Background: an optimization exercise with open tools, aiming at small area. Do not read the settings as production practice.
RTL that was checked went through simulation tests only; none was proved equivalent to the original.
For run 2, only the layout was checked, not whether the RTL still works.

## flow/design.v (module list and top-level ports; edited modules follow where they fit)
// module mini_fir_mac: 1015 lines
// module mini_fir_cpa: 17 lines
// module mini_fir_fa: 4 lines
// module mini_fir_iha: 4 lines
// module mini_fir_xnor2: 3 lines
// module mini_fir_or2: 3 lines
// module mini_fir_dp: 35 lines
// module mini_fir_ctrl: 57 lines
// module mini_fir: 54 lines
module mini_fir #(
    parameter NUM = 1
)(
    input        clk,
    input        rst_n,
    input  [3:0] i_addr,
    input  [7:0] i_data_wr,
    input        i_wr,
    input        i_rd,
    output [7:0] o_data_rd,
    input  [7:0] i_din,
    output reg [7:0] o_dout
);
  // ...
==> flow/flow/run.sh <==
#!/bin/bash
# The standard layout, except that the port buffers are the smallest buffer
# (sky130_fd_sc_hd__buf_1) instead of ORFS's default choice.
set -euo pipefail
bash standard.sh "BUFFER_PORTS_ARGS=-buffer_cell sky130_fd_sc_hd__buf_1" finish > standard.log 2>&1
==> flow/standard.sh <==
#!/bin/bash
# synth_recipe.tcl (not shown) runs the flow's synth.tcl, then flattens the netlist and writes it again
# the make line also repeats each setting of config.mk as NAME=value (left out here)
make -C /OpenROAD-flow-scripts/flow DESIGN_CONFIG=/design/flow/config.mk WORK_HOME=/design/flow/orfs CLKGATE_MAP_FILE= SYNTH_SCRIPT=/design/flow/synth_recipe.tcl "${@:-finish}"
==> flow/config.mk <==
export PLATFORM = sky130hd
export DESIGN_NAME = mini_fir
export DESIGN_NICKNAME = mini_fir
export VERILOG_FILES = /design/flow/design.v
export SDC_FILE = /design/flow/constraint.sdc
export NUM_CORES = 4
export LEC_CHECK = 0
export ABC_AREA = 1
export CAP_MARGIN = 20
export CORE_MARGIN = 2
export CORE_UTILIZATION = 65
export CTS_BUF_LIST = sky130_fd_sc_hd__clkbuf_8
export CTS_CLUSTER_DIAMETER = 30
export GPL_TIMING_DRIVEN = 0
export SLEW_MARGIN = 20
export SYNTH_HIERARCHICAL = 1
==> flow/constraint.sdc <==
create_clock -name core_clock -period 5.5 [get_ports {clk}]
set_input_delay 1.1000 -clock core_clock [delete_from_list [all_inputs] [get_ports {clk}]]
set_output_delay 1.1000 -clock core_clock [all_outputs]
set_load 0.01 [all_outputs]
==> impl_metrics.yaml, run 1 <==
status:
  status: "complete, no violations"
worst_setup_path:
  start_kind: "register"
  crit_arrival_ns: 5.76
  crit_chain: "clkbuf_1, nand2_1, fa_1, fa_1, fa_1, fa_1, fa_1, fa_1, fa_1, fa_1, buf_4"
  cp.depth: 11
final_layout:
  syn_to_final_growth_pct: 6.59
  final_cell_mix: "nand2_1 (595), fa_1 (432), dfxtp_1 (68), nand3_1 (67), o21ai_0 (63)"
routing:
  drcViolationCount: 0
  wl_met1_mm: 17.1
  wl_met2_mm: 22.2
clock_tree:
  cts_setup_buffers: 0
  cts-hold-fix-buffers: 0
  path_clk_slew_ns: 0.10
  cts_tree: "built"
sta:
  worst_slew_pin_slew_ns: 0.818
  setup_viol: 0
global_route:
  grt_pass1_vias: 12900
  met2_usage_pct: 61.8
synth:
  ys_top_cells_by_count: "nand2_1 (595), fa_1 (433), clkbuf_1 (114)"
  ys.flop_type: "dfxtp_1"
  synth_seq_area_share_pct: 20.9
  async_flop_share_pct: 48.3
worst_hold_path:
  min_to: "u_fir_dp.x_d[50]"
placed_design:
  place_congestion: 0.993
==> inputs of run 2 (changes only) <==
--- a/flow/design.v
+++ b/flow/design.v
@@ -104,22 +104,20 @@
 wire fs346, fc346, fs347, fc347, fs348, fc348, fs349, fc349, fs350, fc350, fs351, fc351;
 wire fs352, fc352, fs353, fc353, fs354, fc354, fs355, fc355, fs356, fc356, fs357, fc357;
 wire fs358, fc358, fs359, fc359, fs360, fc360, hs6, hc6, fs361, fc361, fs362, fc362;
 wire fs363, fc363, fs364, fc364, fs365, fc365, fs366, fc366, fs367, fc367, fs368, fc368;
 wire fs369, fc369, fs370, fc370, fs371, fc371, fs372, fc372, fs373, fc373, fs374, fc374;
 wire fs375, fc375, fs376, fc376, fs377, fc377, fs378, fc378, fs379, fc379, fs380, fc380;
 wire fs381, fc381, fs382, fc382, fs383, fc383, fs384, fc384, fs385, fc385, fs386, fc386;
 wire fs387, fc387, fs388, fc388, fs389, fc389, fs390, fc390, fs391, fc391, fs392, fc392;
-wire fs393, fc393, fs394, fc394, fs395, fc395, fs396, fc396, fs397, fc397, fs398, fc398;
-wire fs399, fc399, hs7, hc7, hs8, hc8, fs400, fc400, fs401, fc401, fs402, fc402;
-wire fs403, fc403, fs404, fc404, fs405, fc405, fs406, fc406, fs407, fc407, fs408, fc408;
-wire fs409, fc409, fs410, fc410, fs411, fc411, fs412, fc412, hs9, hc9, lg0, lp0;
-wire lg1, lp1, lg2, lp2, lg3, lp3, lg4, lp4, lg5, lp5, lg6, lp6;
-wire lg7, lp7, lc1, lc2, lc3, lc4, lgg, lpp, lcout_n;
+wire fs393, fc393, fs394, fc394, fs395, fc395, fs396, fc396, fs397, fc397, fs398, fs399;
+wire fc399, hs7, hc7, hs8, hc8, fs400, fc400, fs401, fc401, fs402, fc402, fs403;
+wire fc403, fs404, lg0, lp0, lg1, lp1, lg2, lp2, lg3, lp3, lg4, lp4;
+wire lg5, lp5, lg6, lp6, lg7, lp7, lc1, lc2, lc3, lc4, lgg, lpp;
 assign p0_0_0 = ~(i_c0[0] & i_x0[0]);
 assign p0_0_1 = ~(i_c0[0] & i_x0[1]);
 assign p0_0_2 = ~(i_c0[0] & i_x0[2]);
 assign p0_0_3 = ~(i_c0[0] & i_x0[3]);
 assign p0_0_4 = ~(i_c0[0] & i_x0[4]);
 assign p0_0_5 = ~(i_c0[0] & i_x0[5]);
 assign p0_0_6 = ~(i_c0[0] & i_x0[6]);
 assign p0_0_7 = ~(i_c0[0] & i_x0[7]);
@@ -963,34 +961,34 @@
 mini_fir_fa u_fa390 (.a(fc365), .b(fs367), .c(fc366), .s(fs390), .co(fc390));
 mini_fir_fa u_fa391 (.a(fc367), .b(fs369), .c(fc368), .s(fs391), .co(fc391));
 mini_fir_fa u_fa392 (.a(fc369), .b(fs371), .c(fc370), .s(fs392), .co(fc392));
 mini_fir_fa u_fa393 (.a(fc371), .b(fs373), .c(fc372), .s(fs393), .co(fc393));
 mini_fir_fa u_fa394 (.a(fs375), .b(fc373), .c(fc374), .s(fs394), .co(fc394));
 mini_fir_fa u_fa395 (.a(fc375), .b(fs377), .c(fc376), .s(fs395), .co(fc395));
 mini_fir_fa u_fa396 (.a(fs379), .b(fc377), .c(fs380), .s(fs396), .co(fc396));
 mini_fir_fa u_fa397 (.a(fs381), .b(fc379), .c(fc380), .s(fs397), .co(fc397));
-mini_fir_fa u_fa398 (.a(fc353), .b(fc381), .c(fc382), .s(fs398), .co(fc398));
+mini_fir_fa u_fa398 (.a(fc353), .b(fc381), .c(fc382), .s(fs398), .co(o_b_n[9]));
 mini_fir_fa u_fa399 (.a(p6_0_0), .b(fs319), .c(fs354), .s(fs399), .co(fc399));
 mini_fir_fa u_ha7 (.a(fs355), .b(fs383), .c(1'b1), .s(hs7), .co(hc7));
 mini_fir_fa u_ha8 (.a(fc383), .b(fs384), .c(1'b1), .s(hs8), .co(hc8));
 mini_fir_fa u_fa400 (.a(fc384), .b(fs359), .c(fs385), .s(fs400), .co(fc400));
 mini_fir_fa u_fa401 (.a(fc385), .b(hs6), .c(fs386), .s(fs401), .co(fc401));
 mini_fir_fa u_fa402 (.a(fc386), .b(fs362), .c(fs387), .s(fs402), .co(fc402));
 mini_fir_fa u_fa403 (.a(fc387), .b(fs364), .c(fs388), .s(fs403), .co(fc403));
-mini_fir_fa u_fa404 (.a(fc388), .b(fs366), .c(fs389), .s(fs404), .co(fc404));
-mini_fir_fa u_fa405 (.a(fs368), .b(fc389), .c(fs390), .s(fs405), .co(fc405));
-mini_fir_fa u_fa406 (.a(fs370), .b(fc390), .c(fs391), .s(fs406), .co(fc406));
-mini_fir_fa u_fa407 (.a(fs372), .b(fc391), .c(fs392), .s(fs407), .co(fc407));
-mini_fir_fa u_fa408 (.a(fs374), .b(fc392), .c(fs393), .s(fs408), .co(fc408));
-mini_fir_fa u_fa409 (.a(fs376), .b(fc393), .c(fs394), .s(fs409), .co(fc409));
-mini_fir_fa u_fa410 (.a(fs378), .b(fc394), .c(fs395), .s(fs410), .co(fc410));
-mini_fir_fa u_fa411 (.a(fc378), .b(fs396), .c(fc395), .s(fs411), .co(fc411));
-mini_fir_fa u_fa412 (.a(fs382), .b(fc396), .c(fs397), .s(fs412), .co(fc412));
-mini_fir_fa u_ha9 (.a(fc397), .b(fs398), .c(1'b1), .s(hs9), .co(hc9));
+mini_fir_fa u_fa404 (.a(fc388), .b(fs366), .c(fs389), .s(fs404), .co(o_a_n[0]));
+mini_fir_fa u_fa405 (.a(fs368), .b(fc389), .c(fs390), .s(o_b_n[0]), .co(o_a_n[1]));
+mini_fir_fa u_fa406 (.a(fs370), .b(fc390), .c(fs391), .s(o_b_n[1]), .co(o_a_n[2]));
+mini_fir_fa u_fa407 (.a(fs372), .b(fc391), .c(fs392), .s(o_b_n[2]), .co(o_a_n[3]));
+mini_fir_fa u_fa408 (.a(fs374), .b(fc392), .c(fs393), .s(o_b_n[3]), .co(o_a_n[4]));
+mini_fir_fa u_fa409 (.a(fs376), .b(fc393), .c(fs394), .s(o_b_n[4]), .co(o_a_n[5]));
+mini_fir_fa u_fa410 (.a(fs378), .b(fc394), .c(fs395), .s(o_b_n[5]), .co(o_a_n[6]));
+mini_fir_fa u_fa411 (.a(fc378), .b(fs396), .c(fc395), .s(o_b_n[6]), .co(o_a_n[7]));
+mini_fir_fa u_fa412 (.a(fs382), .b(fc396), .c(fs397), .s(o_b_n[7]), .co(o_a_n[8]));
+mini_fir_fa u_ha9 (.a(fc397), .b(fs398), .c(1'b1), .s(o_b_n[8]), .co(o_a_n[9]));
 assign lg0 = 1'b0;
 assign lp0 = ~fs399;
 assign lg1 = (~fc399 & ~hs7);
 assign lp1 = (~fc399 | ~hs7);
 assign lg2 = (~hc7 & ~hs8);
 assign lp2 = (~hc7 | ~hs8);
 assign lg3 = (~hc8 & ~fs400);
 assign lp3 = (~hc8 | ~fs400);
@@ -1003,20 +1001,17 @@
 assign lg7 = (~fc403 & ~fs404);
 assign lp7 = (~fc403 | ~fs404);
 assign lc1 = lg0;
 assign lc2 = lg1 | (lp1 & lc1);
 assign lc3 = lg2 | (lp2 & lc2);
 assign lc4 = lg3 | (lp3 & lc3);
 assign lgg = (lg4 & lp5 & lp6 & lp7) | (lg5 & lp6 & lp7) | (lg6 & lp7) | (lg7);
 assign lpp = lp4 & lp5 & lp6 & lp7;
-assign lcout_n = ~(lgg | (lpp & lc4));
-assign o_a_n = {hc9, fc412, fc411, fc410, fc409, fc408, fc407, fc406, fc405, fc404};
-assign o_b_n = {fc398, hs9, fs412, fs411, fs410, fs409, fs408, fs407, fs406, fs405};
-assign o_c_n = lcout_n;
+assign o_c_n = ~(lgg | (lpp & lc4));
 endmodule
 module mini_fir_cpa (
     input  [9:0] i_a_n,
     input  [9:0] i_b_n,
     input         i_c_n,
     output [10:0] o_sum
 );
 wire [10:0] c_n;
==> run 2 against run 1 <==
Synthesized area decreased by 0.94%; die area shrank 0.92%; global-route usage grew 0.14 points; setup slack better by 0.032 ns; cell area is 0.76% higher; critical endpoint is now u_fir_dp.sc_n; clock skew grew 0.0041 ns; via count rose by 1.1%.
==> impl_metrics.yaml, run 2 <==
status:
  status: "complete, no violations"
synth:
  post-synth-top-count-cell: "nand2_1"
  ys_top_cells_by_count: "nand2_1 (595), fa_1 (433), clkbuf_1 (114)"
  async_flop_share_pct: 48.3
  ys_ff_latch: 149
  synth_edf_count: 0
  syn_area_sq_um: 15800
  synth_seq_area_share_pct: 21.1
  syn_inst: 1523
  post-synth-top-area-cell: "fa_1"
  yosysTopAreaCellShare_pct: 54.8
  avgSynthCellArea_sq_um: 10.4
  ys_warn_count: 9
  ys.flop_type: "dfxtp_1"
  synth_cell_types: 24
  synth_area_leaders: "fa_1 (55%), nand2_1 (14%), dfrtp_1 (11%), dfxtp_1 (9.7%), clkbuf_1 (2.7%)"
global_route:
  antenna_found_initial: 0
  grt_pass1_wl_mm: 75.0
  grt_pass1_vias: 12800
  grtUsageTotal_pct: 40.6
  overflow: 0
  grt_max_degree: 28
routing:
  wl_mm: 48.7
  dr.pass1.iters: 6
  avgViaCountPerCell: 6.18
  drtAntennaViolNets: 0
  drcViolationCount: 0
  wl_per_cell_microns: 25.7
  drt_iter0_drc: 1518
  vias: 11700
worst_hold_path:
  min_to: "u_fir_dp.x_d[22]"
  hp-class: "reg -> reg"
  hp-start: "u_fir_dp.x_d[14]"
  hold_path_depth: 0
clock_tree:
  root_buffer: "clkbuf_8"
  path_clk_slew_ns: 0.12
  cts_buffers: 17
  cts.sinks: 149
  htreeDepth: 4
  clockBufferDepth: 2
  clk_latency_ns: 0.50
  cts-hold-fix-buffers: 0
  cts_tree: "built"
worst_setup_path:
  criticalPathCategory: "reg -> reg"
  reg2reg_depth: 14
  worstPathRequired_ns: 5.87
  ff2ff_setup_slack_ns: 0.14
  endpoint_kind: "register"
  r2r-end: "u_fir_dp.sc_n"
  setup.worst_path.start: "u_fir_dp.x_d[21]"
  crit_path_max_fanout: 8
  crit_arrival_ns: 5.73
  start_kind: "register"
  crit-reg2reg-launch: "u_fir_dp.x_d[21]"
die:
  start_util_pct: 65.6
  die_h_microns: 160
  dieArea_sq_um: 25600
  pin_count: 40
  coreArea_sq_um: 24100
  std_cell_rows: 57
  die_width_microns: 160
final_layout:
  n_antenna_cell: 0
  final_cell_mix: "nand2_1 (593), fa_1 (430), nand3_1 (67), dfxtp_1 (65), o21ai_0 (63)"
  fin_cells: 1897
  stdcell_area_sq_um: 17100
  final_util_pct: 71.1
  final.fill_count: 1902
  largestRegisters: "u_fir_dp.x_d: 56 flops, u_fir_dp.sa_n: 10 flops, u_fir_dp.sb_n: 10 flops"
  syn_to_final_growth_pct: 8.43
  regMostFlops: "u_fir_dp.x_d"
  final_nets: 2017
  layout.area.seq_sq_um: 3430
  largest_reg_flops: 56
  multi_input_area_sq_um: 11900
  drive_above_1_share_pct: 12.5
  final_common_cell: "nand2_1"
sta:
  worst_slew_pin_slew_ns: 0.784
  hold_viol: 0
  rsz0062_at_grt: "false"
  finalCritPeriodShare_pct: 97.5
  setup_viol: 0
  skew_ns: 0.0244
  relSlewSlack_pct: 47.8
  fmax_mhz: 187
  period_needed_ns: 5.36
  slew_viol_final: 0
  holdWs_ns: 0.346
placed_design:
  dpl_cell_area_sq_um: 16500
  dp_hpwl_mm: 39.1
  place_congestion: 0.984
  place.port_buffers: 38
  dp_cells: 1897
flow_run:
  max_cap_viol_count: 0
## run 2: Yosys stat by module (local to each module, per instance)
module,times used,cell area (sq um),flip-flops and latches,cells inside
mini_fir_ctrl,1,2940,64,358
mini_fir_mac,1,2230,0,592
mini_fir_dp,1,1630,77,95
mini_fir,1,305,8,34
mini_fir_cpa,1,41.3,0,11
mini_fir_fa,433,20.0,0,1
## run 2: cell type report
type | instances | share of cell area [%]
Buffer | 69 | 2.38
Clock buffer | 17 | 1.36
Clock inverter | 15 | 1.22
Inverter | 40 | 0.876
Multi-Input combinational cell | 1213 | 69.2
Sequential cell | 149 | 20.0
Tap cell | 324 | 2.36
Timing Repair Buffer | 70 | 2.62
## run 2: how the worst max path moves through the flow
stage,end,depth (start not counted)
2_1_floorplan,u_fir_dp.sb_n[3],11
3_3_place_gp,u_fir_dp.sc_n,16
3_5_place_dp,u_fir_dp.sc_n,16
4_1_cts,u_fir_dp.sc_n,14
5_1_grt,u_fir_dp.sc_n,16
6_report,u_fir_dp.sc_n,14
## run 2: logic make-up after synthesis
kind of cell | after synthesis | synth area share [%]
AO/OA/AOI/OAI | 73 | 2.31
adder cells (fa/ha/maj) | 433 | 54.8
buffers and inverters | 170 | 4.22
flip-flops | 149 | 21.1
other | 1 | 0.0237
AND/OR/NAND/NOR | 697 | 17.5
## run 2: what timing repair did
item	CTS	global route
cloned	0	0
setup endpoints to repair	9	3
resized for setup	67	109
setup buffers	0	29
pin swaps	0	1
## run 2: critical path, stage by stage, from the launching register on
cell,delay [ns]
dfxtp_1,0.41
buf_4,0.21
nand2_1,0.14
fa_1,0.50
fa_1,0.58
fa_1,0.45
fa_1,0.55
fa_1,0.45
fa_1,0.43
fa_1,0.54
fa_2,0.47
nand2_1,0.11
nand4_1,0.09
a21oi_1,0.23
nor2_4,0.08
## run 2: layer usage
metal | wire length (microns) | track usage, % | vias to the layer above
met5 | 0 | 0 | -
met4 | 3020 | 22.2 | 0
met3 | 5520 | 12.4 | 220
met2 | 23000 | 63.6 | 838
met1 | 17200 | 51.5 | 6034
li1 | - | - | 4637
## run 2: metrics by stage
step / setup TNS (ns) / worst slack, ns
2_1_floorplan: 0 / 0.447
3_3_place_gp: -0.550 / -0.433
3_5_place_dp: -0.812 / -0.487
4_1_cts: 0 / 0.00740
5_1_grt: 0 / 0.0111
6_report: 0 / 0.139

## what the ideal ports hide
The flow's constraints put no driver on any port. The routed layouts listed below were extracted and timed again, unchanged, in two steps. Step 1 (the two cells are an assumption about what drives the block):
set clk [get_ports {clk}]
set_driving_cell -lib_cell sky130_fd_sc_hd__clkbuf_16 $clk
set_driving_cell -lib_cell sky130_fd_sc_hd__buf_2 [delete_from_list [all_inputs] $clk]
Step 2 also shifts input and output timing later by t, the mid clock arrival at the registers, as if the neighbouring blocks saw the same clock. a / b / c = ideal / step 1 / step 2; a / b = the first two.
run	t, ns	slack for setup (ns)	worst setup path at the end	clock arrival spread, ns	worst data-port slew with drivers (ns)
run 1	0.522	0.107 / 0.107 / 0.107	register to register	0.020 / 0.021	0.03
run 2	0.538	0.139 / 0.139 / 0.139	register to register	0.025 / 0.024	0.03
After both steps every run listed still meets setup and hold.
